This is an optimization exercise on Yosys and OpenROAD, whose aim is small area and a short achievable clock period, not a production implementation. RTL that was checked went through simulation tests only; none was proved equivalent to the original. No functional check of the RTL was part of runs 1 to 3. Power is estimated from default activity; no workload was simulated.

## design/flow/run.sh

```bash
#!/bin/bash
# synth_recipe.tcl (not shown) runs the flow's synth.tcl, then flattens the netlist and writes it again
# the make line also repeats each setting of config.mk as NAME=value (left out here)
make -C /OpenROAD-flow-scripts/flow DESIGN_CONFIG=/design/flow/config.mk WORK_HOME=/design/flow/orfs CLKGATE_MAP_FILE= SYNTH_SCRIPT=/design/flow/synth_recipe.tcl finish
```

## design/flow/config.mk

```make
export PLATFORM = sky130hd
export DESIGN_NAME = proc
export DESIGN_NICKNAME = proc
export VERILOG_FILES = /design/flow/design.v
export SDC_FILE = /design/flow/constraint.sdc
export NUM_CORES = 4
export LEC_CHECK = 0
export CAP_MARGIN = 20
export CORE_MARGIN = 2
export CORE_UTILIZATION = 70
export SETUP_SLACK_MARGIN = 5
export SLEW_MARGIN = 20
```

## design/flow/constraint.sdc

```tcl
create_clock -name core_clock -period 9.0 [get_ports {clk}]
set_input_delay 1.8000 -clock core_clock [delete_from_list [all_inputs] [get_ports {clk}]]
set_output_delay 1.8000 -clock core_clock [all_outputs]
set_load 0.01 [all_outputs]
```

## design/flow/design.v

```verilog
module proc (
  imem_addr, dmem_addr, dmem_wdata, dmem_re, dmem_we, halt_out,
  clk, rst, imem_data, dmem_rdata
  );
  input clk;
  input rst;
  output [15:0] imem_addr;
  input  [15:0] imem_data;
  output [15:0] dmem_addr;
  output [15:0] dmem_wdata;
  output        dmem_re;
  output        dmem_we;
  input  [15:0] dmem_rdata;
  output        halt_out;
  reg [15:0] pc;                   
  reg [15:0] ir_d, pc_d;           
  reg [15:0] x_e, y_e;             
  reg [15:0] imm_e;
  reg [2:0]  rs_e, rt_e;           
  reg [1:0]  opl_e;                
  reg        sub_e, jr_e;
  reg        r_add_e, r_xor_e, r_andn_e, r_slbi_e, r_imm_e, r_btr_e, r_set_e, r_sh_e;
  reg [1:0]  shop_e;               
  reg [3:0]  shamt_e;              
  reg [2:0]  wreg_e;
  reg        regw_e, memr_e, memw_e, br_e, jmp_e, halt_e;
  reg [15:0] alu_m, wdata_m, tgt_m;  
  reg [2:0]  wreg_m;
  reg        regw_m, re_m, we_m, redir_m, halt_m;
  reg [15:0] rf [0:7];
  wire [4:0] op = ir_d[15:11];
  wire [2:0] fs = ir_d[10:8];
  wire [2:0] ft = ir_d[7:5];
  wire [1:0] d_fn = ir_d[1:0];
  wire d_st    = (op == 5'b10000);
  wire d_ld    = (op == 5'b10001);
  wire d_stu   = (op == 5'b10011);
  wire d_jl    = (op[4:1] == 4'b0011);           
  wire d_jr    = (op == 5'b00101) | (op == 5'b00111);
  wire d_br    = (op[4:2] == 3'b011);
  wire d_jmp   = (op[4:2] == 3'b001);
  wire d_memw  = d_st | d_stu;
  wire d_memr  = d_st | d_ld | d_stu;
  wire d_five  = (op[4:2] == 3'b010) | (op[4:2] == 3'b101) | d_memr;
  wire d_zx    = (op == 5'b01010) | (op == 5'b01011) | (op == 5'b10010);
  wire d_regdst = (op[4:2] == 3'b111) | (op[4:1] == 4'b1101) | (op == 5'b11001);
  wire d_regw  = (op[4:2] == 3'b010) | (op[4:2] == 3'b101) | d_ld | d_stu |
                 (op[4:3] == 2'b11) | (op == 5'b10010) | d_jl;
  wire d_rsv = (op[4:2] == 3'b010) | (op[4:2] == 3'b101) | (op[4:3] == 2'b11 && op != 5'b11000) |
               (op == 5'b01100) | (op == 5'b10010) | d_memr | d_jr;
  wire d_rtv = (op[4:2] == 3'b111) | (op[4:1] == 4'b1101) | d_memr | d_jl;
  wire [2:0] d_rt  = d_jl ? 3'b111 : ft;
  wire [2:0] d_rsf = d_rsv ? fs : 3'b000;
  wire [2:0] d_wreg = d_jl ? 3'b111 : d_stu ? fs : d_five ? ft : d_regdst ? ir_d[4:2] : fs;
  wire d_rr   = (op == 5'b11011);
  wire d_sub  = (d_rr & d_fn == 2'b01) | (op == 5'b01001);
  wire d_bimm = (op[4:2] == 3'b010) | (op[4:2] == 3'b100) | (op[4:2] == 3'b101) | (op == 5'b00111);
  wire [15:0] d_imm = d_five ? (d_zx ? {11'b0, ir_d[4:0]} : {{11{ir_d[4]}}, ir_d[4:0]})
                             : (d_zx ? {8'b0, ir_d[7:0]}  : {{8{ir_d[7]}}, ir_d[7:0]});
  wire d_r_add  = (op == 5'b01000) | (op == 5'b01001) | d_memr | (d_rr & ~d_fn[1]);
  wire d_r_xor  = (op == 5'b01010) | (d_rr & d_fn == 2'b10);
  wire d_r_andn = (op == 5'b01011) | (d_rr & d_fn == 2'b11);
  wire d_r_slbi = (op == 5'b10010);
  wire d_r_lbi  = (op == 5'b11000);
  wire d_r_btr  = (op == 5'b11001);
  wire d_r_set  = (op[4:2] == 3'b111);
  wire d_r_sh   = ~(d_r_add | d_r_xor | d_r_andn | d_r_slbi | d_r_lbi | d_r_btr | d_r_set);
  wire [1:0] d_shop = (op[4:2] == 3'b101) ? op[1:0] : (op == 5'b11010) ? d_fn : 2'b00;
  wire stall = memr_e & ((rt_e == fs) & d_rsv | (rt_e == d_rt) & d_rtv);
  wire [15:0] wd;
  integer i;
  always @(posedge clk) begin
    for (i = 0; i < 8; i = i + 1)
      if (rst | (regw_m & (wreg_m == i)))
        rf[i] <= rst ? 16'h0000 : wd;
  end
  wire [2:0] sel1 = d_memw ? fs : ft;
  wire [2:0] sel2 = d_memw ? ft : fs;
  wire [7:0] oh1 = 8'b1 << sel1;
  wire [7:0] oh2 = 8'b1 << sel2;
  reg [15:0] rd_1, rd_2;
  integer j;
  always @(*) begin
    rd_1 = 16'h0; rd_2 = 16'h0;
    for (j = 0; j < 8; j = j + 1) begin
      rd_1 = rd_1 | ({16{oh1[j]}} & rf[j]);
      rd_2 = rd_2 | ({16{oh2[j]}} & rf[j]);
    end
  end
  wire [15:0] res, wbv;
  wire fa_ld  = memr_e & regw_e & (d_rsf == rs_e);
  wire fa_ex  = regw_e & d_rsv & (fs == wreg_e);
  wire fa_mem = regw_m & d_rsv & (fs == wreg_m);
  wire fb_ex  = regw_e & d_rtv & (d_rt == wreg_e);
  wire fb_mem = regw_m & d_rtv & (d_rt == wreg_m);
  wire [15:0] x_n = fb_ex ? res : fb_mem ? wbv : rd_1;
  wire [15:0] y_n = fa_ld ? rd_1 : fa_ex ? res : fa_mem ? wbv : rd_2;
  wire [15:0] pc2 = pc + 16'd2;
  wire [15:0] pc_d_nx = stall ? pc : pc2;
  assign imem_addr = pc;
  always @(posedge clk) begin
    if (rst) pc <= 16'h0000;
    else if (!stall) pc <= redir_m ? tgt_m : pc2;
    ir_d[15:11] <= rst ? 5'b00001 : imem_data[15:11];    
    ir_d[10:0]  <= imem_data[10:0];
    pc_d <= pc_d_nx;
  end
  always @(posedge clk) begin
    x_e    <= d_jr ? rd_2 : (d_br | op == 5'b00100 | op == 5'b00110) ? pc_d :
              (d_bimm | d_r_lbi) ? d_imm : x_n;
    y_e    <= (d_memw & ~stall) ? x_n : y_n;
    imm_e  <= d_imm;
    rs_e   <= fs;
    rt_e   <= ft;
    opl_e  <= op[1:0];
    sub_e  <= d_sub;
    jr_e   <= d_jr;
    r_add_e <= d_r_add; r_xor_e <= d_r_xor; r_andn_e <= d_r_andn; r_slbi_e <= d_r_slbi;
    r_imm_e <= d_r_slbi | d_r_lbi; r_btr_e <= d_r_btr; r_set_e <= d_r_set; r_sh_e <= d_r_sh;
    shop_e  <= d_shop;
    shamt_e <= d_bimm ? ir_d[3:0] : x_n[3:0];
    wreg_e <= d_wreg;
    if (rst) begin
      regw_e <= 1'b0; memr_e <= 1'b0; memw_e <= 1'b0;
      br_e <= 1'b0; jmp_e <= 1'b0; halt_e <= 1'b0;
    end else begin
      regw_e <= d_regw & ~stall;
      memr_e <= d_memr;
      memw_e <= d_memw & ~stall;
      br_e   <= d_br;
      jmp_e  <= d_jmp;
      halt_e <= (op == 5'b00000);
    end
  end
  wire [15:0] x = x_e;
  wire [15:0] y = y_e;
  wire [15:0] imm = imm_e;
  wire [15:0] opb    = x;
  wire [15:0] add_a  = sub_e ? ~y : y;
  wire [16:0] sum    = {1'b0, add_a} + {1'b0, opb} + {16'b0, sub_e};
  wire [3:0] sh_rot = shop_e[1] ? (4'd0 - shamt_e) : shamt_e;
  wire [15:0] rt1 = sh_rot[0] ? {y[14:0],   y[15]}      : y;
  wire [15:0] rt2 = sh_rot[1] ? {rt1[13:0], rt1[15:14]} : rt1;
  wire [15:0] rt4 = sh_rot[2] ? {rt2[11:0], rt2[15:12]} : rt2;
  wire [15:0] rot = sh_rot[3] ? {rt4[7:0],  rt4[15:8]}  : rt4;
  reg  [15:0] sh_mask;
  integer k;
  always @(*) begin
    for (k = 0; k < 16; k = k + 1)
      case (shop_e)
        2'b01:   sh_mask[k] = (k >= shamt_e);         
        2'b11:   sh_mask[k] = ((15 - k) >= shamt_e);  
        default: sh_mask[k] = 1'b1;                   
      endcase
  end
  wire [15:0] sh_res = rot & sh_mask;
  wire eq  = (x == y);
  wire lt  = ({~y[15], y[14:0]} < {~x[15], x[14:0]});
  wire set_bit = (opl_e == 2'b00) ? eq : (opl_e == 2'b01) ? lt : (opl_e == 2'b10) ? (lt | eq) : sum[16];
  wire [15:0] btr;
  genvar g;
  generate for (g = 0; g < 16; g = g + 1) begin : BTRG
    assign btr[g] = y[15 - g];
  end endgenerate
  assign res = ({16{r_add_e}}  & sum[15:0]) |
               ({16{r_xor_e}}  & (y ^ opb)) |
               ({16{r_andn_e}} & (y & ~opb)) |
               ({16{r_slbi_e}} & {y[7:0], 8'h00}) |
               ({16{r_imm_e}}  & x) |
               ({16{r_btr_e}}  & btr) |
               ({16{r_set_e}}  & {15'b0, set_bit}) |
               ({16{r_sh_e}}   & sh_res);
  wire yz = (y == 16'h0000);
  wire cond = opl_e[1] ? (opl_e[0] ? ~y[15] : y[15]) : (opl_e[0] ? ~yz : yz);
  wire [8:0]  t_lo   = {1'b0, x[7:0]} + {1'b0, imm[7:0]};
  wire [7:0]  t_hi8  = x[15:8] + {8{imm[7]}} + {7'b0, t_lo[8]};
  wire [7:0]  t_hi11 = x[15:8] + {{5{rs_e[2]}}, rs_e} + {7'b0, t_lo[8]};
  wire [7:0]  t_hi   = (jr_e | (br_e & cond)) ? t_hi8 : t_hi11;
  always @(posedge clk) begin
    alu_m   <= res;
    wdata_m <= y;
    tgt_m   <= {t_hi, t_lo[7:0]};
    wreg_m  <= wreg_e;
    if (rst) begin
      regw_m <= 1'b0; re_m <= 1'b0; we_m <= 1'b0; redir_m <= 1'b0; halt_m <= 1'b0;
    end else begin
      regw_m  <= regw_e;
      re_m    <= memr_e & ~memw_e;
      we_m    <= memw_e;
      redir_m <= br_e | jmp_e;
      halt_m  <= halt_e;
    end
  end
  assign dmem_addr  = alu_m;
  assign dmem_wdata = wdata_m;
  assign dmem_re    = re_m;
  assign dmem_we    = we_m & ~rst;
  assign halt_out   = halt_m;
  assign wbv = re_m ? dmem_rdata : alu_m;
  wire jl_next = (imem_data[15:12] == 4'b0011);
  assign wd = jl_next ? pc_d_nx : wbv;
endmodule
```

==> results of run 1 <==
[final timing paths]
| check | slack, ns | from | to |
|---|---|---|---|
| setup / recovery | 4.98 | rst | dmem_we |
| setup reg to reg | 4.99 | ir_d[15] | rf[2][1] |
| hold reg to reg | 0.40 | wreg_e[2] | wreg_m[2] |
| hold / removal | 0.40 | wreg_e[2] | wreg_m[2] |
[synthesized netlist by cell type (all sizes together) (7+ instances only)]
cell type | number | share of area [%]
nand4 | 23 | 0.80
or2 | 25 | 0.87
a31o | 9 | 0.44
nor4 | 28 | 0.97
nand3 | 45 | 1.2
nand2 | 124 | 2.6
a221o | 7 | 0.39
or3 | 9 | 0.31
a221oi | 11 | 0.53
or3b | 8 | 0.39
a31oi | 13 | 0.45
o22ai | 12 | 0.42
dfxtp | 177 | 20
o2111ai | 8 | 0.39
and3 | 20 | 0.69
mux2 | 35 | 2.2
nor3 | 42 | 1.2
a21boi | 9 | 0.37
inv | 84 | 1.7
a2111oi | 9 | 0.51
o21bai | 9 | 0.37
clkbuf | 89 | 1.8
a22oi | 56 | 2.3
a222oi | 15 | 0.83
a22o | 41 | 2.0
xor2 | 47 | 2.4
nand2b | 16 | 0.55
a21oi | 106 | 2.9
edfxtp | 128 | 21
and2 | 8 | 0.28
ha | 60 | 4.2
o21a | 14 | 0.58
o211ai | 21 | 0.87
a211oi | 32 | 1.4
o21ai | 139 | 4.0
mux4 | 15 | 1.9
nor2b | 22 | 0.76
mux2i | 59 | 3.3
xnor2 | 31 | 1.6
buf | 44 | 1.5
a21o | 20 | 0.83
nor2 | 122 | 2.5
o31ai | 13 | 0.62
[worst max-delay path, stage by stage]
cell and delay, ns:
buf_12 0.10, buf_12 0.12, nor2b_4 0.09, buf_6 0.10
[routing by layer]
metal | global-route usage (%) | vias to the layer above
met5 | 0 | -
met4 | 36.3 | 2
met3 | 14.9 | 509
met2 | 74.5 | 1750
met1 | 59.4 | 8026
li1 | - | 7248
[repair_timing]
| item | in CTS | in global routing |
|---|---|---|
| buffers inserted | 0 | 9 |
| pin swaps | 0 | 5 |
| endpoints found under the hold margin | 0 | 0 |
| endpoints found under the setup margin | 126 | 144 |
| cloned | 1 | 1 |
| gates resized for setup | 11 | 47 |
[kinds of logic after synthesis]
kind of cell / Yosys count / share of synthesized area [%]
AO/OA/AOI/OAI: 607 / 23.4
XOR/XNOR: 78 / 4.01
adder cells (fa/ha/maj): 66 / 4.82
buffers and inverters: 218 / 5.11
flip-flops: 305 / 40.9
multiplexers: 109 / 7.36
AND/OR/NAND/NOR: 517 / 14.4
[registers in the layout (all words and copies together), names as in the netlist, 2 cells and up]
signal,cells
rt_e,3
x_e,16
pc,16
opl_e,2
rs_e,3
shamt_e,4
pc_d,16
imm,8
rf,128
wdata_m,16
shop_e,2
ir_d,16
wreg_e,3
wreg_m,3
tgt_m,16
alu_m,16
y_e,16
[final cells by class]
cell class                      instances  area (um2)  share of cell area [%]
Timing Repair Buffer                  125        1220                    6.01
Inverter                               85         319                    1.57
Antenna cell                            3        7.51                  0.0369
Sequential cell                       305        7400                    36.4
Clock buffer                           40         818                    4.02
Tap cell                              330         413                    2.03
Multi-Input combinational cell       1377        9930                    48.8
Clock inverter                         16         228                    1.12
[power by group]
part / switching [mW] / internal [mW]
clock network: 0.558 / 0.784
logic: 1.03 / 0.722
registers: 0.310 / 1.74
[cells in the final DEF (no fill, tap or decap), types with 12 or more instances in the layout]
| master | count |
|---|---|
| a211oi_1 | 20 |
| a211oi_2 | 12 |
| a21o_1 | 20 |
| a21oi_1 | 100 |
| a222oi_1 | 15 |
| a22o_1 | 41 |
| a22oi_1 | 56 |
| a31oi_1 | 13 |
| and3_1 | 20 |
| buf_4 | 35 |
| clkbuf_16 | 31 |
| clkdlybuf4s50_1 | 82 |
| dfxtp_1 | 169 |
| edfxtp_1 | 128 |
| ha_1 | 60 |
| inv_1 | 84 |
| mux2_2 | 34 |
| mux2i_1 | 58 |
| mux4_2 | 15 |
| nand2_1 | 120 |
| nand2b_1 | 16 |
| nand3_1 | 45 |
| nand4_1 | 23 |
| nor2_1 | 119 |
| nor2b_1 | 20 |
| nor3_1 | 41 |
| nor4_1 | 28 |
| o211ai_1 | 21 |
| o21a_1 | 14 |
| o21ai_0 | 124 |
| o22ai_1 | 12 |
| or2_2 | 16 |
| xnor2_1 | 29 |
| xor2_1 | 44 |
[through the flow]
| stage | worst slack [ns] | utilization (%) | hold slack (ns) | area [um2] |
|---|---|---|---|---|
| 2_1_floorplan | 5.02 | - | 0.326 | 18100 |
| 3_3_place_gp | 4.22 | 75.0 | 0.392 | 18900 |
| 3_5_place_dp | 4.20 | 75.0 | 0.394 | 18900 |
| 4_1_cts | 4.70 | 79.4 | 0.400 | 20100 |
| 5_1_grt | 4.91 | 80.5 | 0.406 | 20300 |
| 6_report | 4.98 | 80.5 | 0.402 | 20300 |
==> results.yml, run 1 <==
placement:
  gp_congestion: 1.06
  io_buffers: 84
  dpl.cell_count: 2209
  hpwl_um: 46000
floorplan:
  pin_count: 85
  coreArea_um2: 25300
  dieArea_um2: 27100
  fp.dieH_um: 165
  chipWidth_um: 165
  start_util_pct: 71.6
  rows: 58
synth:
  synth_cell_types: 98
  ys_seq_area_share_pct: 40.9
  synth-main-ff-cell: "dfxtp_1"
  ys_ff_latch: 305
  synth_edf_count: 128
  async_reset_ff_share_pct: 0
  syn_area_per_cell_um2: 9.52
  synthesis.area_um2: 18100
  synth_cells: 1900
  yosys_warnings: 2
  syn-num-nets: 2000
sta:
  drv_slew: 0
  hold_viol: 0
  clock_skew_ns: 0.0275
  fin_crit_sh_pct: 44.6
  setup_viol: 0
  tns_ns: 0
  rsz0062_at_grt: "yes"
  finalCriticalPeriod_ns: 4.02
  max_freq_mhz: 249
  worstMarginPinSlew_ns: 1.18
  max_slew_margin_pct: 21.0
outcome:
  status: "no timing/DRC/antenna violations"
drt:
  totalWireLength_um: 68200
  dr_wl_met2_um: 28900
  drtAntennaViolNets: 0
  drc_errors: 0
  wl_per_cell_um: 29.9
  highest_layer: "met5"
  wl_met1_um: 22500
  vias: 17535
  viasPerCell: 7.69
  drt-pass1-iter-count: 9
  drtIter0Drc: 3296
  wl_met3_um: 10200
global_route:
  grt_pass1_vias: 16600
  grt_antenna_before_repair: 3
  grt_pass1_wl_um: 99300
  track_usage_pct: 49.2
  grt.overflow.total: 0
  grt_max_degree: 43
cells_and_area:
  drive_gt1_share_pct: 11.8
  nNetsFinal: 2024
  synthToLayoutAreaGrowth_pct: 12.5
  fin_cells: 2281
  fillCellCount: 1553
power:
  p_leak_nw: 7.98
  vdd_drop_max_v: 0.000227
  total_power_mw: 5.14
  power.density_nw_per_um2: 253
clock_tree:
  cts-hold-fix-buffers: 0
  cts_buffer_depth: 3
  clockRootBuffer: "clkbuf_16"
  insertion_delay_ns: 0.59
  htreeDepth: 1
  path_clk_slew_ns: 0.07
  cts_num_sinks: 305
  cts_inserted_buffers: 30
  cts_tree: "yes"
worst_setup_path:
  reg2reg_depth: 8
  cp_max_fo: 3
  crit_type: "primary input to output pin"
  crit_path_start_kind: "primary input"
  critPathRequiredTime_ns: 7.20
  crit_arrival_ns: 2.22
  end_kind: "output pin"
min_path:
  min_path_cells: 0
  hold_path_class: "register to register"
job:
  drv_cap: 0
==> run 2, diff against run 1 <==
--- a/design/flow/design.v
+++ b/design/flow/design.v
@@ -17,3 +17,3 @@
   reg [15:0] x_e, y_e;             
-  reg [15:0] imm_e;
+  reg [7:0]  imm_e;                 
   reg [2:0]  rs_e, rt_e;           
@@ -111,3 +111,3 @@
     y_e    <= (d_memw & ~stall) ? x_n : y_n;
-    imm_e  <= d_imm;
+    imm_e  <= ir_d[7:0];
     rs_e   <= fs;
@@ -136,3 +136,3 @@
   wire [15:0] y = y_e;
-  wire [15:0] imm = imm_e;
+  wire [7:0]  imm = imm_e;
   wire [15:0] opb    = x;
==> design/flow/flow/run.sh (new file) <==
#!/bin/bash
# The standard ORFS layout (the standard.sh) with one change to how it
# sizes cells: the port buffers that the standard flow inserts use the
# smallest buffer (buf_1) instead of the resizer's default pick.
set -euo pipefail
export BUFFER_PORTS_ARGS="-buffer_cell sky130_fd_sc_hd__buf_1"
bash standard.sh > standard_flow.log 2>&1
==> design/flow/standard.sh (new file) <==
#!/bin/bash
# synth_recipe.tcl (not shown) runs the flow's synth.tcl, then flattens the netlist and writes it again
# the make line also repeats each setting of config.mk as NAME=value (left out here)
make -C /OpenROAD-flow-scripts/flow DESIGN_CONFIG=/design/flow/config.mk WORK_HOME=/design/flow/orfs CLKGATE_MAP_FILE= SYNTH_SCRIPT=/design/flow/synth_recipe.tcl "${@:-finish}"
--- a/design/flow/config.mk
+++ b/design/flow/config.mk
@@ -9,3 +9,3 @@
 export CORE_MARGIN = 2
-export CORE_UTILIZATION = 70
+export CORE_UTILIZATION = 55
 export SETUP_SLACK_MARGIN = 5
removed: design/flow/run.sh
==> run 2 against run 1 <==
Net effect:
- hold slack improved by 0.0077 ns
- critical endpoint unchanged
- clock power is 8% higher
- first-iteration DRC count is 29% lower
- still clean on timing, DRC and antenna
- critical path type unchanged
==> results.yml, run 2 <==
cells_and_area:
  nNetsFinal: 2005
  mostFrequentLayoutCell: "dfxtp_1"
  fin_cells: 2334
  synthToLayoutAreaGrowth_pct: 10.8
  drive_gt1_share_pct: 12.1
  largest_reg_flops: 128
  fin_area_um2: 19800
  regMostFlops: "rf"
  n_antenna_cell: 0
  mostFrequentLayoutCells: "dfxtp_1, edfxtp_1, nand2_1"
worst_setup_path:
  crit_type: "primary input to output pin"
  critical_path.max_stage_delay_ns: 0.13
  end_kind: "output pin"
  critPathRequiredTime_ns: 7.20
  cp_max_fo: 2
  crit_buf_inv: 3
  slowest_stage: "buf_2"
  crit_top_cell: "buf_12"
  path_delay_family: "buffers and inverters"
  crit_arrival_ns: 2.24
  cp_cell_sequence: "buf_12, buf_12, nor2b_1, buf_2"
  crit_path_start_kind: "primary input"
global_route:
  track_usage_pct: 38.7
  grt_pass1_wl_um: 97200
  grt_max_degree: 39
  grt.overflow.total: 0
  grt_pass1_vias: 15258
  grt_antenna_before_repair: 0
sta:
  holdWs_ns: 0.410
  fin_crit_sh_pct: 44.8
  max_freq_mhz: 248
  drv_slew: 0
  hold_viol: 0
  worstMarginPinSlew_ns: 1.14
  rsz0062_at_grt: "yes"
  setup_viol: 0
  max_slew_margin_pct: 24.2
  clock_skew_ns: 0.0210
  finalCriticalPeriod_ns: 4.04
  tns_ns: 0
floorplan:
  chipWidth_um: 184
  fp.dieH_um: 184
  pin_count: 85
  rows: 65
  coreArea_um2: 31700
  dieArea_um2: 33900
  start_util_pct: 56.3
clock_tree:
  cts_buffer_depth: 3
  cts_num_sinks: 302
  cts_tree: "yes"
  cts_inserted_buffers: 35
  htreeDepth: 2
  clockRootBuffer: "clkbuf_16"
  insertion_delay_ns: 0.55
  path_clk_slew_ns: 0.06
  cts-hold-fix-buffers: 0
drt:
  wl_met1_um: 26000
  wl_per_cell_um: 28.4
  vias: 16225
  viasPerCell: 6.95
  highest_layer: "met4"
  wl_met3_um: 6170
  totalWireLength_um: 66300
  drt-pass1-iter-count: 8
  drtAntennaViolNets: 0
  drtIter0Drc: 2339
  dr_wl_met2_um: 29900
  drc_errors: 0
min_path:
  hold_path_class: "register to register"
placement:
  place_area_um2: 18300
  gp_congestion: 0.979
  io_buffers: 84
  hpwl_um: 46600
  dpl.cell_count: 2260
job:
  drv_cap: 0
power:
  total_power_mw: 5.05
  p_leak_nw: 7.65
  vdd_drop_max_v: 0.000174
  power.density_nw_per_um2: 256
synth:
  synth_cells: 1864
  synthesis.area_um2: 17800
  syn_area_per_cell_um2: 9.57
  synth_cell_types: 98
  synth-main-ff-cell: "dfxtp_1"
  syn-num-nets: 1964
  yosys_warnings: 2
  synth_top_cell_by_area: "edfxtp_1"
  synth.area.top_cells: "edfxtp_1, dfxtp_1, ha_1"
  synth_edf_count: 128
  ys_ff_latch: 302
  yosysTopAreaCellShare_pct: 21.5
  ys_seq_area_share_pct: 41.1
  synth.most_common_cell: "dfxtp_1"
  synth_top_cells_by_count: "dfxtp_1, edfxtp_1, nand2_1, nor2_1, o21ai_0"
  async_reset_ff_share_pct: 0
outcome:
  status: "no timing/DRC/antenna violations"
==> run 2: what timing repair did <==
item | 4_1_cts | 5_1_grt
setup endpoints to repair | 57 | 100
gates resized for setup | 14 | 24
pin swaps | 1 | 2
buffers inserted | 6 | 1
cloned | 2 | 1
==> run 2: path summary, 6_finish.rpt <==
path | depth (start not counted) | startpoint | slack, ns | end
hold reg to reg | 1 | memw_e | 0.41 | re_m
setup reg to reg | 10 | shamt_e[0] | 5.19 | x_e[5]
hold / removal | 1 | memw_e | 0.41 | re_m
setup / recovery | 4 | rst | 4.96 | dmem_we
==> run 2: per-stage QoR <==
stage	worst slack [ns]	util [%]
2_1_floorplan	5.02	-
3_3_place_gp	4.55	57.8
3_5_place_dp	4.55	57.8
4_1_cts	4.86	62.0
5_1_grt	4.93	62.3
6_report	4.96	62.3
==> run 2: power breakdown <==
group	total, mW	leakage, nW	internal (mW)	switching (mW)
sequential	2.03	2.76	1.73	0.301
clock	1.45	0.549	0.843	0.605
combinational	1.58	4.34	0.612	0.965
==> run 2: layout make-up <==
| cell class | count | area [um2] |
|---|---|---|
| inverters | 67 | 251 |
| fillers | 2703 | 12000 |
| repair buffers | 126 | 711 |
| multi-input cells | 1373 | 9810 |
| clock inverters | 20 | 206 |
| well taps | 402 | 503 |
| flip-flops and latches | 302 | 7330 |
| clock buffers | 44 | 951 |
==> run 2: kinds of logic after synthesis <==
logic type | synth area share [%]
AO/OA/AOI/OAI | 23.8
AND/OR/NAND/NOR | 14.7
flip-flops | 41.1
buffers and inverters | 4.69
multiplexers | 6.79
XOR/XNOR | 4.07
adder cells (fa/ha/maj) | 4.88
==> run 2: worst register-to-register path, cell delays in order, from the launching register on <==
cell and delay, ns:
dfxtp_2 0.62, inv_1 0.20, ha_1 0.36, mux2i_4 0.53, mux4_2 0.43, mux2i_1 0.28
nand2_1 0.09, nand4_1 0.21, nand4b_1 0.41, a211oi_1 0.37, o31ai_1 0.15
==> run 2: metal layers <==
metal  global-route usage, %  vias up
met5                       0        -
met4                    20.6        0
met3                    6.86      255
met2                    62.2      989
met1                    49.9     7812
li1                        -     7169
==> run 3, diff against run 2 <==
==> design/flow/flow/run.sh (replaced) <==
#!/bin/bash
# The standard ORFS layout (the standard.sh), with two changes to how it
# sizes cells: port buffers use the smallest buffer (buf_1) instead of the
# resizer's default pick, and gates off the critical paths are downsized after
# global routing (RECOVER_POWER). Everything else is the standard flow.
set -euo pipefail
export BUFFER_PORTS_ARGS="-buffer_cell sky130_fd_sc_hd__buf_1"
export RECOVER_POWER=100
bash standard.sh > standard_flow.log 2>&1
==> run 3 against run 2 <==
Net effect:
- flip-flop and latch count stayed put
- core utilization is 0.89 points lower
- largest power group unchanged
- clock power barely moved
- hold slack improved by 0.00061 ns
- setup slack got worse by 1.9 ns
- fmax decreased by 31%
- cell count did not move
- non-clock buffer count did not move
- global-route usage did not move
- the layout now fails its checks (capacitance limit, slew limit)
==> results.yml, run 3 <==
power:
  p_int_mw: 3.16
  swShare_pct: 37.1
  clockPowerShare_pct: 28.8
  power.density_nw_per_um2: 258
  seq_power_share_pct: 40.3
  p_leak_nw: 7.49
  vdd_drop_max_v: 0.000175
  switching_power_mw: 1.87
  power_frac_comb_pct: 30.9
  total_power_mw: 5.03
synth:
  ys_seq_area_share_pct: 41.1
  synth.area.top_cells: "edfxtp_1, dfxtp_1, ha_1"
  synth.most_common_cell: "dfxtp_1"
  yosys_warnings: 2
  synth_cells: 1864
  synth_top_cells_by_count: "dfxtp_1, edfxtp_1, nand2_1, nor2_1, o21ai_0"
  syn-num-nets: 1964
  synth_cell_types: 98
  synth_top_cell_by_area: "edfxtp_1"
  ys_ff_latch: 302
  synthesis.area_um2: 17800
  yosysTopAreaCellShare_pct: 21.5
  synth_edf_count: 128
  synth-main-ff-cell: "dfxtp_1"
  async_reset_ff_share_pct: 0
  syn_area_per_cell_um2: 9.57
placement:
  dp_slack_ns: 4.55
  place_area_um2: 18300
  io_buffers: 84
  gp_congestion: 0.979
  hpwl_um: 46600
  dpl.cell_count: 2260
sta:
  clock_skew_ns: 0.0244
  tns_ns: 0
  worstMarginPinSlew_ns: 1.75
  holdWs_ns: 0.411
  max_slew_margin_pct: -20.2
  setup_viol: 0
  max_freq_mhz: 170
  fin_crit_sh_pct: 65.4
  post-route-worst-setup-slack_ns: 3.11
  drv_slew: 20
  finalCriticalPeriod_ns: 5.89
  hold_viol: 0
  rsz0062_at_grt: "yes"
floorplan:
  start_util_pct: 56.3
  coreArea_um2: 31700
  chipWidth_um: 184
  rows: 65
  dieArea_um2: 33900
  pin_count: 85
  fp.dieH_um: 184
cells_and_area:
  regArea_um2: 7330
  synthToLayoutAreaGrowth_pct: 9.21
  fin_cells: 2334
  finish.utilization_pct: 61.4
  mostFrequentLayoutCells: "dfxtp_1, edfxtp_1, nor2_1"
  largest_reg_flops: 128
  n_antenna_cell: 0
  drive_gt1_share_pct: 9.06
  regMostFlops: "rf"
  nNetsFinal: 2005
  mostFrequentLayoutCell: "dfxtp_1"
  fin_area_um2: 19500
  fillCellCount: 2746
  multiInputGateArea_um2: 9680
worst_setup_path:
  crit_type: "register to register"
  crit_path_start_kind: "register"
  critical_path.max_stage_delay_ns: 1.26
  cp_cell_sequence: "clkbuf_1, or3b_1, nor2_1, clkbuf_4, mux2i_1, clkbuf_1, a22o_1, a2111oi_0, a211oi_1, a21oi_1, o221ai_1"
  slowest_stage: "a2111oi_0"
  cp_max_fo: 37
  crit_arrival_ns: 6.29
  crit_buf_inv: 3
  critPathRequiredTime_ns: 9.40
  end_kind: "register"
  crit_top_cell: "clkbuf_1"
  path_delay_family: "compound AO/OA/AOI/OAI gates"
outcome:
  violations: "capacitance limit, slew limit"
  status: "complete, but fails checks"
drt:
  vias: 16284
  wl_per_cell_um: 28.4
  dr_wl_met2_um: 29900
  drc_errors: 0
  totalWireLength_um: 66300
  drtIter0Drc: 2422
  wl_met1_um: 25800
  viasPerCell: 6.98
  wl_met3_um: 6300
  drtAntennaViolNets: 0
  drt-pass1-iter-count: 7
  highest_layer: "met4"
clock_tree:
  cts_inserted_buffers: 35
  cts_tree: "yes"
  cts_num_sinks: 302
  path_clk_slew_ns: 0.06
  clockRootBuffer: "clkbuf_16"
  htreeDepth: 2
  insertion_delay_ns: 0.55
  cts_buffer_depth: 3
global_route:
  grt_pass1_wl_um: 97200
  track_usage_pct: 38.7
  grt_max_degree: 39
  grt_pass1_vias: 15258
  grt_antenna_before_repair: 0
  grt.overflow.total: 0
min_path:
  hold_path_class: "register to register"
job:
  drv_cap: 2
run 3: cells by family after synthesis:
| family | Yosys count | synth area share [%] |
|---|---|---|
| xor gates and xnor gates | 79 | 4.07 |
| adders and majority gates | 66 | 4.88 |
| and+or+nand+nor | 514 | 14.7 |
| buffers and inverters | 190 | 4.69 |
| muxes | 101 | 6.79 |
| DFF | 302 | 41.1 |
| AOI/OAI and AO/OA | 612 | 23.8 |
run 3: layout make-up:
| type | count | area share [%] |
|---|---|---|
| Clock buffer | 44 | 4.88 |
| Clock inverter | 20 | 1.06 |
| Inverter | 67 | 1.29 |
| Multi-Input combinational cell | 1373 | 49.7 |
| Sequential cell | 302 | 37.6 |
| Tap cell | 402 | 2.58 |
| Timing Repair Buffer | 126 | 2.88 |
run 3: layer usage:
| metal | up-vias | global-route usage, % |
|---|---|---|
| met5 | - | 0 |
| met4 | 0 | 20.6 |
| met3 | 246 | 6.86 |
| met2 | 1018 | 62.2 |
| met1 | 7849 | 49.9 |
| li1 | 7171 | - |
run 3: what timing repair did:
item / 4_1_cts / 5_1_grt
buffers inserted: 6 / 1
endpoints found under the hold margin: 0 / 0
hold buffers: 0 / 0
resized for setup: 14 / 24
pin swaps: 1 / 2
gates cloned: 2 / 1
setup endpoints to repair: 57 / 100
run 3: power by group through the flow:
stage          combinational [mW]  clock, mW  sequential (mW)
2_1_floorplan                1.05          0             1.90
3_3_place_gp                 1.48          0             2.04
3_5_place_dp                 1.50          0             2.04
4_1_cts                      1.52       1.46             2.01
5_1_grt                      1.67       1.51             2.04
6_report                     1.55       1.45             2.03
run 3: final timing paths:
| kind | startpoint | to | slack [ns] | cells after the start |
|---|---|---|---|---|
| setup / recovery | ir_d[15] | y_e[8] | 3.11 | 11 |
| hold / removal | memw_e | re_m | 0.41 | 1 |
| setup reg to reg | ir_d[15] | y_e[8] | 3.11 | 11 |
| hold reg to reg | memw_e | re_m | 0.41 | 1 |
==> run 4, diff against run 3 <==
--- a/design/flow/design.v
+++ b/design/flow/design.v
@@ -21,3 +21,3 @@
   reg        sub_e, jr_e;
-  reg        r_add_e, r_xor_e, r_andn_e, r_slbi_e, r_imm_e, r_btr_e, r_set_e, r_sh_e;
+  reg        r_add_e, r_xor_e, r_andn_e, r_imm_e, r_btr_e, r_set_e, r_sh_e;
   reg [1:0]  shop_e;               
@@ -55,3 +55,3 @@
   wire d_rr   = (op == 5'b11011);
-  wire d_sub  = (d_rr & d_fn == 2'b01) | (op == 5'b01001);
+  wire d_sub  = (d_rr & d_fn == 2'b01) | (op == 5'b01001) | (op[4:2] == 3'b111 && op[1:0] != 2'b11);
   wire d_bimm = (op[4:2] == 3'b010) | (op[4:2] == 3'b100) | (op[4:2] == 3'b101) | (op == 5'b00111);
@@ -66,4 +66,4 @@
   wire d_r_set  = (op[4:2] == 3'b111);
-  wire d_r_sh   = ~(d_r_add | d_r_xor | d_r_andn | d_r_slbi | d_r_lbi | d_r_btr | d_r_set);
-  wire [1:0] d_shop = (op[4:2] == 3'b101) ? op[1:0] : (op == 5'b11010) ? d_fn : 2'b00;
+  wire d_r_sh   = ~(d_r_add | d_r_xor | d_r_andn | d_r_lbi | d_r_btr | d_r_set);    
+  wire [1:0] d_shop = (op[4:2] == 3'b101) ? op[1:0] : (op == 5'b11010) ? d_fn : d_r_slbi ? 2'b01 : 2'b00;
   wire stall = memr_e & ((rt_e == fs) & d_rsv | (rt_e == d_rt) & d_rtv);
@@ -117,6 +117,6 @@
     jr_e   <= d_jr;
-    r_add_e <= d_r_add; r_xor_e <= d_r_xor; r_andn_e <= d_r_andn; r_slbi_e <= d_r_slbi;
+    r_add_e <= d_r_add; r_xor_e <= d_r_xor; r_andn_e <= d_r_andn;
     r_imm_e <= d_r_slbi | d_r_lbi; r_btr_e <= d_r_btr; r_set_e <= d_r_set; r_sh_e <= d_r_sh;
     shop_e  <= d_shop;
-    shamt_e <= d_bimm ? ir_d[3:0] : x_n[3:0];
+    shamt_e <= d_r_slbi ? 4'd8 : d_bimm ? ir_d[3:0] : x_n[3:0];
     wreg_e <= d_wreg;
@@ -156,5 +156,6 @@
   wire [15:0] sh_res = rot & sh_mask;
-  wire eq  = (x == y);
-  wire lt  = ({~y[15], y[14:0]} < {~x[15], x[14:0]});
-  wire set_bit = (opl_e == 2'b00) ? eq : (opl_e == 2'b01) ? lt : (opl_e == 2'b10) ? (lt | eq) : sum[16];
+  wire eq  = (sum[15:0] == 16'h0000);
+  wire c15 = sum[15] ^ ~y[15] ^ x[15];
+  wire le  = (~x[15] & y[15]) | (~x[15] & c15) | (y[15] & c15);    
+  wire set_bit = (opl_e == 2'b00) ? eq : (opl_e == 2'b01) ? (le & ~eq) : (opl_e == 2'b10) ? le : sum[16];
   wire [15:0] btr;
@@ -167,3 +168,2 @@
                ({16{r_andn_e}} & (y & ~opb)) |
-               ({16{r_slbi_e}} & {y[7:0], 8'h00}) |
                ({16{r_imm_e}}  & x) |
==> design/flow/flow/run.sh (replaced) <==
#!/bin/bash
# The standard ORFS layout (the standard.sh) with one change to how it
# sizes cells: the port buffers that the standard flow inserts use the
# smallest buffer (buf_1) instead of the resizer's default pick.
set -euo pipefail
export BUFFER_PORTS_ARGS="-buffer_cell sky130_fd_sc_hd__buf_1"
bash standard.sh > standard_flow.log 2>&1
--- a/design/flow/config.mk
+++ b/design/flow/config.mk
@@ -10,2 +10,5 @@
 export CORE_UTILIZATION = 55
+export CTS_BUF_LIST = sky130_fd_sc_hd__clkbuf_8
+export CTS_CLUSTER_DIAMETER = 50
+export CTS_CLUSTER_SIZE = 20
 export SETUP_SLACK_MARGIN = 5
==> run 4 against run 3 <==
Net effect:
- sequential share of layout area grew 1.1 points
- register-to-register slack better by 2.1 ns
- setup slack better by 1.8 ns
- cell count down 2.7%
- synthesized area down 2.4%
- now clean on timing, DRC and antenna
- critical path depth down 7
- largest power group unchanged
- clock skew increased by 0.0052 ns
- critical path type is now primary input to output pin
- core utilization down 1.2 points
==> results.yml, run 4 <==
outcome:
  status: "no timing/DRC/antenna violations"
clock_tree:
  path_clk_slew_ns: 0.09
  cts_num_sinks: 301
  clockRootBuffer: "clkbuf_8"
  cts_buffer_depth: 3
  cts-hold-fix-buffers: 0
  htreeDepth: 2
  cts_tree: "yes"
  insertion_delay_ns: 0.59
  cts_inserted_buffers: 35
cells_and_area:
  largest_reg_flops: 128
  nNetsFinal: 1938
  mostFrequentLayoutCell: "dfxtp_1"
  drive_gt1_share_pct: 10.5
  fin_area_um2: 18900
  regMostFlops: "rf"
  finish.utilization_pct: 60.2
  n_antenna_cell: 0
  synthToLayoutAreaGrowth_pct: 8.54
  mostFrequentLayoutCells: "dfxtp_1, nand2_1, edfxtp_1"
worst_setup_path:
  crit_type: "primary input to output pin"
  crit_arrival_ns: 2.25
  cp_cell_sequence: "clkbuf_16, buf_12, nor2b_1, buf_2"
  critical_path.max_stage_delay_ns: 0.13
  end_kind: "output pin"
  crit_path_start_kind: "primary input"
  crit_buf_inv: 3
  path_delay_family: "buffers and inverters"
  critPathRequiredTime_ns: 7.20
  cp_max_fo: 2
  slowest_stage: "buf_2"
sta:
  max_freq_mhz: 247
  max_slew_margin_pct: 25.3
  post-route-worst-setup-slack_ns: 4.95
  setup_viol: 0
  drv_slew: 0
  finalCriticalPeriod_ns: 4.05
  fin_crit_sh_pct: 45.0
  hold_viol: 0
  worstMarginPinSlew_ns: 1.11
  rsz0062_at_grt: "yes"
  tns_ns: 0
  clock_skew_ns: 0.0296
global_route:
  grt_max_degree: 47
  grt_pass1_vias: 14192
  grt_pass1_wl_um: 88600
  grt.overflow.total: 0
  grt_antenna_before_repair: 0
  track_usage_pct: 35.5
drt:
  drtAntennaViolNets: 0
  wl_per_cell_um: 26.5
  viasPerCell: 6.69
  drt-pass1-iter-count: 6
  totalWireLength_um: 60200
  vias: 15193
  drc_errors: 0
  drtIter0Drc: 1554
synth:
  synth_edf_count: 128
  synth.most_common_cell: "dfxtp_1"
  synthesis.area_um2: 17400
  synth_cells: 1815
  synth_top_cell_by_area: "edfxtp_1"
  ys_seq_area_share_pct: 42.0
  syn-num-nets: 1911
  synth_cell_types: 99
  synth-main-ff-cell: "dfxtp_1"
  syn_area_per_cell_um2: 9.59
  ys_ff_latch: 301
  yosysTopAreaCellShare_pct: 22.1
  synth_top_cells_by_count: "dfxtp_1, nand2_1, edfxtp_1, nor2_1, a21oi_1"
  yosys_warnings: 2
  synth.area.top_cells: "edfxtp_1, dfxtp_1, mux2i_1"
  async_reset_ff_share_pct: 0
floorplan:
  rows: 65
  dieArea_um2: 33100
  chipWidth_um: 182
  pin_count: 85
  start_util_pct: 55.5
  fp.dieH_um: 182
  coreArea_um2: 31400
placement:
  dp_slack_ns: 4.49
  hpwl_um: 42200
  gp_congestion: 0.959
  place_area_um2: 17900
  io_buffers: 84
power:
  p_leak_nw: 7.39
  power.density_nw_per_um2: 242
  total_power_mw: 4.58
  vdd_drop_max_v: 0.000174
job:
  drv_cap: 0
min_path:
  hold_path_class: "register to register"
run 4: changes by cell type in the layout (fill, tap and decap cells not counted), sizes merged, moves of 16 or more:
cell    previous run  this run
a21oi            112        96
a22o              35        10
clkbuf            66        36
mux2              41        22
mux2i             50        89
nand2            124       154
o21ai            126        96
run 4: worst register-to-register path, stage by stage, from the launching register on:
cell      delay [ns]
dfxtp_2         0.68
xor2_1          0.21
fa_1            0.47
a21oi_1         0.23
o21bai_1        0.11
xor2_1          0.19
or4b_2          0.66
nor4_1          0.29
and4b_1         0.32
a21oi_1         0.12
o21a_1          0.23
o221a_1         0.22
run 4: path summary, 6_finish.rpt:
| check | start | to | slack, ns | depth (start not counted) |
|---|---|---|---|---|
| setup / recovery | rst | dmem_we | 4.95 | 4 |
| hold / removal | wreg_e[2] | wreg_m[2] | 0.41 | 0 |
| setup reg to reg | sub_e | y_e[0] | 5.19 | 11 |
| hold reg to reg | wreg_e[2] | wreg_m[2] | 0.41 | 0 |
run 4: metrics by stage:
stage	hold WS, ns	cells
after CTS	0.406	2269
after global routing	0.411	2271
after global placement	0.392	2196
after floorplan	0.326	1815
after detailed placement	0.389	2196
final	0.410	2271
run 4: layer usage:
metal | track usage (%) | wire length [um] | vias to the layer above
met1 | 45.5 | 24200 | 7353
met5 | 0 | 0 | -
met3 | 6.22 | 4730 | 179
met4 | 17.3 | 3210 | 0
li1 | - | - | 6875
met2 | 58.6 | 28000 | 786
run 4: final cells by class:
class / instances / area [um2]
clock buffer: 35 / 482
clock inverter: 29 / 243
fill: 2755 / 12500
inverter: 59 / 225
multi-input combinational: 1327 / 9460
sequential: 301 / 7320
tap: 402 / 503
timing repair buffer: 118 / 668
run 4: cells by family after synthesis:
logic type / share of synthesized area [%]
fa+ha+maj: 4.71
compound gates: 21.7
simple gates: 14.5
mux: 8.18
xor+xnor: 4.25
buf+inv: 4.64
flops: 42.0
run 4: what timing repair did:
action / CTS / global route
pin swaps: 1 / 1
cloned: 2 / 1
gates resized for setup: 16 / 24
setup endpoints to repair: 75 / 139
buffers inserted: 7 / 1
run 4: power by group:
part           total [mW]  switching [mW]  internal (mW)  leakage (nW)
combinational        1.59           0.977          0.611          4.28
clock               0.994           0.587          0.407         0.353
sequential           2.00           0.287           1.71          2.76
total                4.58            1.85           2.73          7.39
==> run 5, diff against run 4 <==
--- a/design/flow/config.mk
+++ b/design/flow/config.mk
@@ -10,5 +10,2 @@
 export CORE_UTILIZATION = 55
-export CTS_BUF_LIST = sky130_fd_sc_hd__clkbuf_8
-export CTS_CLUSTER_DIAMETER = 50
-export CTS_CLUSTER_SIZE = 20
 export SETUP_SLACK_MARGIN = 5
==> run 5 against run 4 <==
Net effect:
- first-iteration DRC count grew 18%
- critical endpoint unchanged
- highest routed layer unchanged
- clock power increased by 36%
- still clean
- largest power group unchanged
- routed wire length increased by 0.68%
- core utilization rose by 1.2 points
- synthesized area did not move
- register-to-register slack worse by 0.02 ns
- non-clock buffer count down 1
- cell count down 0.22%
- design area rose by 2.0%
- sequential share of layout area shrank 0.77 points
- via count is essentially flat
- critical path depth unchanged
==> results.yml, run 5 <==
synth:
  synth_top_cell_by_area: "edfxtp_1"
  yosys_warnings: 2
  synth_edf_count: 128
  synthesis.area_um2: 17400
  synth_top_cells_by_count: "dfxtp_1, nand2_1, edfxtp_1, nor2_1, a21oi_1"
  syn_area_per_cell_um2: 9.59
  synth_cell_types: 99
  synth-main-ff-cell: "dfxtp_1"
  synth_cells: 1815
  ys_ff_latch: 301
  syn-num-nets: 1911
  async_reset_ff_share_pct: 0
  ys_seq_area_share_pct: 42.0
  yosysTopAreaCellShare_pct: 22.1
  synth.area.top_cells: "edfxtp_1, dfxtp_1, mux2i_1"
  synth.most_common_cell: "dfxtp_1"
drt:
  wl_met1_um: 24200
  dr_wl_met2_um: 28300
  drtIter0Drc: 1827
  drc_errors: 0
  drt-pass1-iter-count: 5
  viasPerCell: 6.70
  drtAntennaViolNets: 0
  highest_layer: "met4"
  wl_per_cell_um: 26.7
  totalWireLength_um: 60600
  vias: 15179
  wl_met3_um: 4980
cells_and_area:
  fillCellCount: 2705
  drive_gt1_share_pct: 10.1
  synthToLayoutAreaGrowth_pct: 10.7
  n_antenna_cell: 0
  mostFrequentLayoutCell: "dfxtp_1"
  regMostFlops: "rf"
  nNetsFinal: 1936
  largest_reg_flops: 128
  mostFrequentLayoutCells: "dfxtp_1, nand2_1, edfxtp_1"
sta:
  max_slew_margin_pct: 26.4
  hold_viol: 0
  drv_slew: 0
  clock_skew_ns: 0.0213
  fin_crit_sh_pct: 45.0
  rsz0062_at_grt: "yes"
  post-route-worst-setup-slack_ns: 4.95
  worstMarginPinSlew_ns: 1.10
  max_freq_mhz: 247
  setup_viol: 0
  finalCriticalPeriod_ns: 4.05
  tns_ns: 0
worst_setup_path:
  ff2ff_setup_slack_ns: 5.17
  r2r_start: "ir_d[13]"
  cp_max_fo: 2
  critical_path.max_stage_delay_ns: 0.13
  cp_cell_sequence: "clkbuf_16, buf_12, nor2b_1, buf_2"
  end_kind: "output pin"
  slowest_stage: "buf_2"
  path_delay_family: "buffers and inverters"
  reg2reg_depth: 11
  crit_type: "primary input to output pin"
  crit_arrival_ns: 2.25
  critPathRequiredTime_ns: 7.20
  crit_buf_inv: 3
  crit_path_start_kind: "primary input"
  rr_endpoint: "rf[1][4]"
min_path:
  min_path_cells: 0
  holdPathEnd: "wreg_m[2]"
  hold_path_class: "register to register"
  min-delay-start: "wreg_e[2]"
global_route:
  grt_max_degree: 47
  track_usage_pct: 35.8
  grt_antenna_before_repair: 0
  grt.overflow.total: 0
  grt_pass1_wl_um: 89100
  grt_pass1_vias: 14202
floorplan:
  fp.dieH_um: 182
  dieArea_um2: 33100
  chipWidth_um: 182
  coreArea_um2: 31400
  start_util_pct: 55.5
  rows: 65
  pin_count: 85
clock_tree:
  clockRootBuffer: "clkbuf_16"
  path_clk_slew_ns: 0.06
  htreeDepth: 2
  insertion_delay_ns: 0.53
  cts_tree: "yes"
  cts_inserted_buffers: 34
  cts_buffer_depth: 3
  cts_num_sinks: 301
power:
  vdd_drop_max_v: 0.000195
  clockPowerShare_pct: 27.3
  power_frac_comb_pct: 32.3
  p_int_mw: 3.10
  p_leak_nw: 7.56
  total_power_mw: 4.95
  swShare_pct: 37.4
  switching_power_mw: 1.85
  power.density_nw_per_um2: 257
  seq_power_share_pct: 40.4
job:
  drv_cap: 0
placement:
  gp_congestion: 0.959
  hpwl_um: 42200
  io_buffers: 84
  dp_slack_ns: 4.49
outcome:
  status: "no timing/DRC/antenna violations"
## run 5: cell counts after synthesis
Identical to the previous run, type by type.
## run 5: layout make-up
cell class / instances / area (um2) / share of cell area (%)
Multi-Input combinational cell: 1327 / 9480 / 49.2
Inverter: 59 / 225 / 1.17
Tap cell: 402 / 503 / 2.61
Clock buffer: 41 / 928 / 4.82
Clock inverter: 19 / 154 / 0.798
Timing Repair Buffer: 117 / 673 / 3.49
Sequential cell: 301 / 7310 / 37.9
## run 5: kinds of logic after synthesis
kind of cell    share of synthesized area, %
compound gates                          21.7
buf+inv                                 4.64
mux                                     8.18
flops                                   42.0
xor+xnor                                4.25
fa+ha+maj                               4.71
simple gates                            14.5
## run 5: worst max-delay path by stage
| stage | start | cells past startpoint | to |
|---|---|---|---|
| final | rst | 4 | dmem_we |
| after global routing | rst | 4 | dmem_we |
| after CTS | rst | 4 | dmem_we |
| after detailed placement | shamt_e[0] | 11 | shamt_e[3] |
| after global placement | rst | 4 | dmem_we |
| after floorplan | rst | 2 | dmem_we |
## run 5: through the flow
stage               std cells  util (%)  cell area, um2  hold WS (ns)
finish                   2266      61.4           19300         0.399
global route             2266      61.4           19300         0.400
detailed placement       2196      56.9           17900         0.389
floorplan                1815         -           17400         0.326
CTS                      2263      61.0           19100         0.401
global placement         2196      56.9           17900         0.392
## run 5: what timing repair did
item	in CTS	in global routing
pin swaps	0	3
buffers inserted	5	2
cloned	2	1
hold buffers	0	0
setup endpoints to repair	66	143
gates resized for setup	15	25
## run 5: worst reg2reg max path, stage by stage, from the launching register on
cell      delay [ns]
dfxtp_1         0.30
buf_4           0.28
nand2b_1        0.33
or3_1           0.48
a32oi_1         0.19
nor3_1          0.10
o21ai_2         0.15
buf_4           0.37
nand2_1         0.14
xnor2_1         0.46
nand2_1         0.10
a21oi_1         0.63
## run 5: power groups by stage
stage                     clock (mW)  sequential [mW]  combinational (mW)
after CTS                       1.36             1.98                1.54
after global routing            1.42             2.01                1.72
after global placement             0             2.01                1.49
after floorplan                    0             1.88                1.07
after detailed placement           0             2.01                1.50
final                           1.35             2.00                1.60
## run 5: metal layers
metal,track usage [%],vias to the layer above
met5,0,-
met1,46.0,7388
met4,16.9,0
met2,58.9,743
met3,6.34,178
li1,-,6870
==> run 6, diff against run 5 <==
--- a/design/flow/config.mk
+++ b/design/flow/config.mk
@@ -10,2 +10,5 @@
 export CORE_UTILIZATION = 55
+export CTS_BUF_LIST = sky130_fd_sc_hd__clkbuf_4 sky130_fd_sc_hd__clkbuf_8
+export CTS_CLUSTER_DIAMETER = 40
+export CTS_CLUSTER_SIZE = 16
 export SETUP_SLACK_MARGIN = 5
==> run 6 against run 5 <==
Net effect:
- design area is 0.65% lower
- sequential share of layout area is 0.24 points higher
- synthesized area stayed put
- fmax is 0.11% lower
- setup slack worse by 0.0044 ns
- critical path type unchanged
==> results.yml, run 6 <==
worst_setup_path:
  cp_cell_sequence: "clkbuf_16, buf_12, nor2b_1, buf_2"
  path_delay_family: "buffers and inverters"
  crit_type: "primary input to output pin"
  crit_path_start_kind: "primary input"
  rr_endpoint: "y_e[0]"
  critPathRequiredTime_ns: 7.20
  crit_arrival_ns: 2.26
  end_kind: "output pin"
  slowest_stage: "buf_2"
  reg2reg_depth: 11
  critical_path.max_stage_delay_ns: 0.13
  cp_max_fo: 2
  crit_buf_inv: 3
  ff2ff_setup_slack_ns: 5.17
  r2r_start: "sub_e"
synth:
  yosysTopAreaCellShare_pct: 22.1
  synth.area.top_cells: "edfxtp_1, dfxtp_1, mux2i_1"
  synth_top_cells_by_count: "dfxtp_1, nand2_1, edfxtp_1, nor2_1, a21oi_1"
  ys_seq_area_share_pct: 42.0
  synth_cell_types: 99
  syn_area_per_cell_um2: 9.59
  synth_top_cell_by_area: "edfxtp_1"
  yosys_warnings: 2
  synth.most_common_cell: "dfxtp_1"
  synth_cells: 1815
  syn-num-nets: 1911
  synth_edf_count: 128
  async_reset_ff_share_pct: 0
  synthesis.area_um2: 17400
  synth-main-ff-cell: "dfxtp_1"
  ys_ff_latch: 301
min_path:
  holdPathEnd: "re_m"
  min-delay-start: "memw_e"
  min_path_cells: 1
  hold_path_class: "register to register"
global_route:
  grt_pass1_wl_um: 89000
  grt_antenna_before_repair: 1
  grt.overflow.total: 0
  track_usage_pct: 36.0
  grt_max_degree: 47
  grt_pass1_vias: 14284
sta:
  finalCriticalPeriod_ns: 4.06
  tns_ns: 0
  fin_crit_sh_pct: 45.1
  hold_viol: 0
  setup_viol: 0
  worstMarginPinSlew_ns: 1.09
  max_slew_margin_pct: 27.5
  drv_slew: 0
  max_freq_mhz: 246
  rsz0062_at_grt: "yes"
  clock_skew_ns: 0.0252
clock_tree:
  cts_tree: "yes"
  cts_inserted_buffers: 43
  insertion_delay_ns: 0.65
  htreeDepth: 2
  cts_num_sinks: 301
  cts_buffer_depth: 3
  path_clk_slew_ns: 0.09
  clockRootBuffer: "clkbuf_8"
placement:
  gp_congestion: 0.959
  dpl.cell_count: 2196
  io_buffers: 84
  hpwl_um: 42200
floorplan:
  rows: 65
  coreArea_um2: 31400
  dieArea_um2: 33100
  chipWidth_um: 182
  fp.dieH_um: 182
  pin_count: 85
  start_util_pct: 55.5
drt:
  vias: 15200
  drtIter0Drc: 1575
  viasPerCell: 6.65
  totalWireLength_um: 59900
  drt-pass1-iter-count: 5
  drtAntennaViolNets: 0
  wl_per_cell_um: 26.2
  drc_errors: 0
cells_and_area:
  largest_reg_flops: 128
  mostFrequentLayoutCells: "dfxtp_1, nand2_1, edfxtp_1"
  synthToLayoutAreaGrowth_pct: 10.0
  n_antenna_cell: 0
  regMostFlops: "rf"
  drive_gt1_share_pct: 11.4
  nNetsFinal: 1946
  mostFrequentLayoutCell: "dfxtp_1"
  fin_cells: 2286
power:
  vdd_drop_max_v: 0.000155
  power.density_nw_per_um2: 250
  p_leak_nw: 7.51
outcome:
  status: "no timing/DRC/antenna violations"
job:
  drv_cap: 0
==> run 6: worst max-delay path by stage <==
stage	start	to	slack (ns)	cells after the start
floorplan	rst	dmem_we	5.02	2
global placement	rst	dmem_we	4.49	4
detailed placement	shamt_e[0]	shamt_e[3]	4.49	11
CTS	rst	dmem_we	4.95	4
global route	y_e[0]	shamt_e[0]	4.93	12
finish	rst	dmem_we	4.94	4
==> run 6: final cells by class <==
type                       count  area [um2]
sequential                   301        7310
inverter                      59         225
tap                          402         503
clock buffer                  44         599
fill                        2748       12200
clock inverter                35         363
multi-input combinational   1326        9480
timing repair buffer         119         676
==> run 6: where the power goes <==
| part | leakage, nW | total, mW | switching [mW] | internal, mW |
|---|---|---|---|---|
| registers | 2.76 | 1.99 | 0.287 | 1.71 |
| clock network | 0.472 | 1.21 | 0.649 | 0.560 |
| logic | 4.29 | 1.59 | 0.974 | 0.614 |
==> run 6: cell families (layout without fill, tap and decap cells) <==
| logic type | count (synthesis) | after routing | share of synthesized area (%) |
|---|---|---|---|
| adders and majority gates | 62 | 62 | 4.71 |
| and+or+nand+nor | 517 | 517 | 14.5 |
| DFF | 301 | 301 | 42.0 |
| muxes | 123 | 123 | 8.18 |
| xor gates and xnor gates | 82 | 82 | 4.25 |
| buffers and inverters | 188 | 257 | 4.64 |
| AOI/OAI and AO/OA | 542 | 542 | 21.7 |
==> run 6: layer usage <==
metal	routed length (um)	GRT usage, %	vias to the layer above
met5	16	0	-
met4	3140	17.2	2
met3	4710	6.44	188
met2	27900	59.4	757
met1	24200	45.9	7354
li1	-	-	6899
==> run 6: stage by stage <==
stage | total power [mW] | hold WS, ns | cell area [um2] | setup slack [ns] | utilization (%)
after detailed placement | 3.51 | 0.389 | 17900 | 4.49 | 56.9
after global routing | 5.01 | 0.434 | 19200 | 4.93 | 61.0
after global placement | 3.50 | 0.392 | 17900 | 4.49 | 56.9
after floorplan | 2.95 | 0.326 | 17400 | 5.02 | -
after CTS | 4.74 | 0.415 | 19000 | 4.95 | 60.7
final | 4.79 | 0.413 | 19200 | 4.94 | 61.0
==> run 6: repair_timing <==
action | in CTS | in global routing
pin swaps | 1 | 0
setup buffers | 9 | 0
gates cloned | 2 | 0
endpoints found under the setup margin | 75 | 139
hold buffers | 0 | 0
resized for setup | 17 | 24
==> run 7, diff against run 6 <==
==> design/flow/flow/run.sh (replaced) <==
#!/bin/bash
# The standard ORFS layout (the standard.sh) with changes to how it sizes
# cells only: the port buffers that the standard flow inserts use the smallest
# buffer (buf_1), and clock tree synthesis uses clkbuf_8 clusters of at most
# 20 sinks and no dummy loads. Everything else is the standard flow.
set -euo pipefail
export BUFFER_PORTS_ARGS="-buffer_cell sky130_fd_sc_hd__buf_1"
export CTS_ARGS="-sink_clustering_enable -repair_clock_nets -sink_clustering_size 20 -sink_clustering_max_diameter 50 -buf_list sky130_fd_sc_hd__clkbuf_8 -dont_use_dummy_load"
bash standard.sh > standard_flow.log 2>&1
--- a/design/flow/config.mk
+++ b/design/flow/config.mk
@@ -10,5 +10,5 @@
 export CORE_UTILIZATION = 55
-export CTS_BUF_LIST = sky130_fd_sc_hd__clkbuf_4 sky130_fd_sc_hd__clkbuf_8
-export CTS_CLUSTER_DIAMETER = 40
-export CTS_CLUSTER_SIZE = 16
+export CTS_BUF_LIST = sky130_fd_sc_hd__clkbuf_8
+export CTS_CLUSTER_DIAMETER = 50
+export CTS_CLUSTER_SIZE = 20
 export SETUP_SLACK_MARGIN = 5
==> run 7 against run 6 <==
Net effect:
- critical path depth stayed put
- register-to-register slack worse by 0.11 ns
- non-clock buffer count stayed put
- via count is 1.4% lower
- clock skew is 0.035 ns higher
- largest cell class unchanged
- largest power group unchanged
- highest routed layer is now met4
==> results.yml, run 7 <==
outcome:
  status: "no timing/DRC/antenna violations"
cells_and_area:
  mostFrequentLayoutCell: "dfxtp_1"
  fin_area_um2: 18700
  drive_gt1_share_pct: 9.29
  nNetsFinal: 1939
  regMostFlops: "rf"
  largest_reg_flops: 128
  synthToLayoutAreaGrowth_pct: 7.16
  mostFrequentLayoutCells: "dfxtp_1, nand2_1, edfxtp_1"
  n_antenna_cell: 0
worst_setup_path:
  cp_max_fo: 2
  r2r_start: "y_e[0]"
  reg2reg_depth: 12
  startpoint: "rst"
  ff2ff_setup_slack_ns: 5.06
  cp_cell_sequence: "clkbuf_16, buf_12, nor2b_1, buf_2"
  crit_arrival_ns: 2.25
  critPathRequiredTime_ns: 7.20
  end_kind: "output pin"
  crit_type: "primary input to output pin"
  critical_path.max_stage_delay_ns: 0.13
  cp-endpoint: "dmem_we"
  rr_endpoint: "y_e[0]"
  crit_path_start_kind: "primary input"
  slowest_stage: "buf_2"
sta:
  tns_ns: 0
  finalCriticalPeriod_ns: 4.05
  rsz0062_at_grt: "yes"
  hold_viol: 0
  max_slew_margin_pct: 25.9
  setup_viol: 0
  max_freq_mhz: 247
  clock_skew_ns: 0.0601
  fin_crit_sh_pct: 45.0
  drv_slew: 0
  holdWs_ns: 0.408
  worstMarginPinSlew_ns: 1.10
power:
  power_frac_comb_pct: 36.1
  p_int_mw: 2.67
  vdd_drop_max_v: 0.000164
  seq_power_share_pct: 45.5
  p_leak_nw: 7.29
  swShare_pct: 39.1
  switching_power_mw: 1.72
  clockPowerShare_pct: 18.4
  power.density_nw_per_um2: 235
drt:
  drc_errors: 0
  highest_layer: "met4"
  totalWireLength_um: 59800
  vias: 14990
  drtAntennaViolNets: 0
  wl_met3_um: 4520
  viasPerCell: 6.68
  dr_wl_met2_um: 28300
  drt-pass1-iter-count: 6
  drtIter0Drc: 1751
  wl_met1_um: 24200
  wl_per_cell_um: 26.7
synth:
  synth_cell_types: 99
  synth_cells: 1815
  synth_top_cells_by_count: "dfxtp_1, nand2_1, edfxtp_1, nor2_1, a21oi_1"
  synth-main-ff-cell: "dfxtp_1"
  synth.area.top_cells: "edfxtp_1, dfxtp_1, mux2i_1"
  synthesis.area_um2: 17400
  async_reset_ff_share_pct: 0
  ys_ff_latch: 301
  syn-num-nets: 1911
  synth.most_common_cell: "dfxtp_1"
  synth_top_cell_by_area: "edfxtp_1"
  syn_area_per_cell_um2: 9.59
  yosysTopAreaCellShare_pct: 22.1
  yosys_warnings: 2
  ys_seq_area_share_pct: 42.0
  synth_edf_count: 128
placement:
  hpwl_um: 42200
  place_area_um2: 17900
  io_buffers: 84
  gp_congestion: 0.959
floorplan:
  start_util_pct: 55.5
  fp.dieH_um: 182
  chipWidth_um: 182
  coreArea_um2: 31400
  pin_count: 85
  dieArea_um2: 33100
  rows: 65
clock_tree:
  cts_tree: "yes"
  clockRootBuffer: "clkbuf_8"
  cts_buffer_depth: 3
  cts_inserted_buffers: 35
  cts_num_sinks: 301
  insertion_delay_ns: 0.58
  path_clk_slew_ns: 0.08
  htreeDepth: 2
global_route:
  grt_max_degree: 47
  grt_pass1_vias: 14061
  track_usage_pct: 35.5
  grt.overflow.total: 0
  grt_antenna_before_repair: 0
  grt_pass1_wl_um: 88500
min_path:
  min_path_cells: 0
  hold_path_class: "register to register"
job:
  drv_cap: 0
==> run 7: cell counts after synthesis <==
Identical to the previous run, type by type.
==> run 7: metal layers <==
metal / up-vias / GRT usage [%]
li1: 6848 / -
met1: 7272 / 46.0
met2: 716 / 59.4
met3: 154 / 5.52
met4: 0 / 15.2
met5: - / 0
==> run 7: worst min-delay path by stage <==
stage / end / start
global placement: re_m / memw_e
global route: wreg_m[2] / wreg_e[2]
finish: wreg_m[2] / wreg_e[2]
detailed placement: wreg_m[2] / wreg_e[2]
CTS: wreg_m[2] / wreg_e[2]
floorplan: opl_e[1] / ir_d[12]
==> run 7: stage by stage <==
stage          std cells  setup slack (ns)  power [mW]  util (%)
2_1_floorplan       1815              5.02        2.95         -
3_3_place_gp        2196              4.49        3.50      56.9
3_5_place_dp        2196              4.49        3.51      56.9
4_1_cts             2241              4.95        4.33      59.1
5_1_grt             2243              4.81        4.59      59.4
6_report            2243              4.95        4.38      59.4
==> run 7: area by class of cell <==
cell class	count	area [um2]
fillers	2774	12700
multi-input cells	1327	9460
flip-flops and latches	301	7310
repair buffers	119	676
well taps	402	503
clock buffers	35	482
inverters	59	225
==> run 7: cell families (layout without fill, tap and decap cells) <==
logic type      after synthesis  after routing  synth area share [%]
compound gates              542            542                  21.7
xor+xnor                     82             82                  4.25
fa+ha+maj                    62             62                  4.71
buf+inv                     188            213                  4.64
flops                       301            301                  42.0
mux                         123            123                  8.18
simple gates                517            518                  14.5
==> run 7: worst max-delay path: cells and delay by family <==
family                 cells  cell delay (ns)
buffers and inverters      3             0.36
AND/OR/NAND/NOR            1             0.09
==> run 7: timing repair <==
action	in CTS	in global routing
setup endpoints to repair	68	139
buffers inserted	8	1
gates resized for setup	16	21
pin swaps	1	2
cloned	2	1
hold buffers	0	0
==> run 7: power by group through the flow <==
| stage | combinational (mW) | clock (mW) | sequential, mW |
|---|---|---|---|
| detailed placement | 1.50 | 0 | 2.01 |
| floorplan | 1.07 | 0 | 1.88 |
| finish | 1.58 | 0.806 | 1.99 |
| global placement | 1.49 | 0 | 2.01 |
| CTS | 1.53 | 0.811 | 1.98 |
| global route | 1.71 | 0.868 | 2.01 |

==> afterwards: timing with drivers on the ports <==
The results above use ideal ports. As a check the final layouts listed here were re-extracted and re-timed, cells and wires unchanged.
Step 1: set_driving_cell puts a clkbuf_16 on clk and a buf_2 on each other input, an assumption about the parent block.
Step 2 moves the port delays by t, midway between the first and last clock arrival at a register: inputs arrive t later, outputs are due t later. That takes back most of the time a late clock gives input paths.
Slacks: ideal / step 1 / step 2; pairs: ideal / step 1.
run | shift t [ns] | setup WS [ns] | pins driven straight from the clock port
run 1 | 0.622 | 4.982 / 4.934 / 4.719 | 1
run 2 | 0.595 | 4.964 / 4.909 / 4.909 | 1
run 3 | 0.599 | 3.112 / 3.112 / 3.112 | 1
run 4 | 0.623 | 4.947 / 4.898 / 4.898 | 1
run 5 | 0.573 | 4.946 / 4.896 / 4.896 | 1
run 6 | 0.677 | 4.942 / 4.892 / 4.892 | 1
run 7 | 0.595 | 4.948 / 4.898 / 4.898 | 1
For run 1, which loses most, drivers alone change the setup slack by -0.048 ns; drivers and shift together by -0.263 ns.
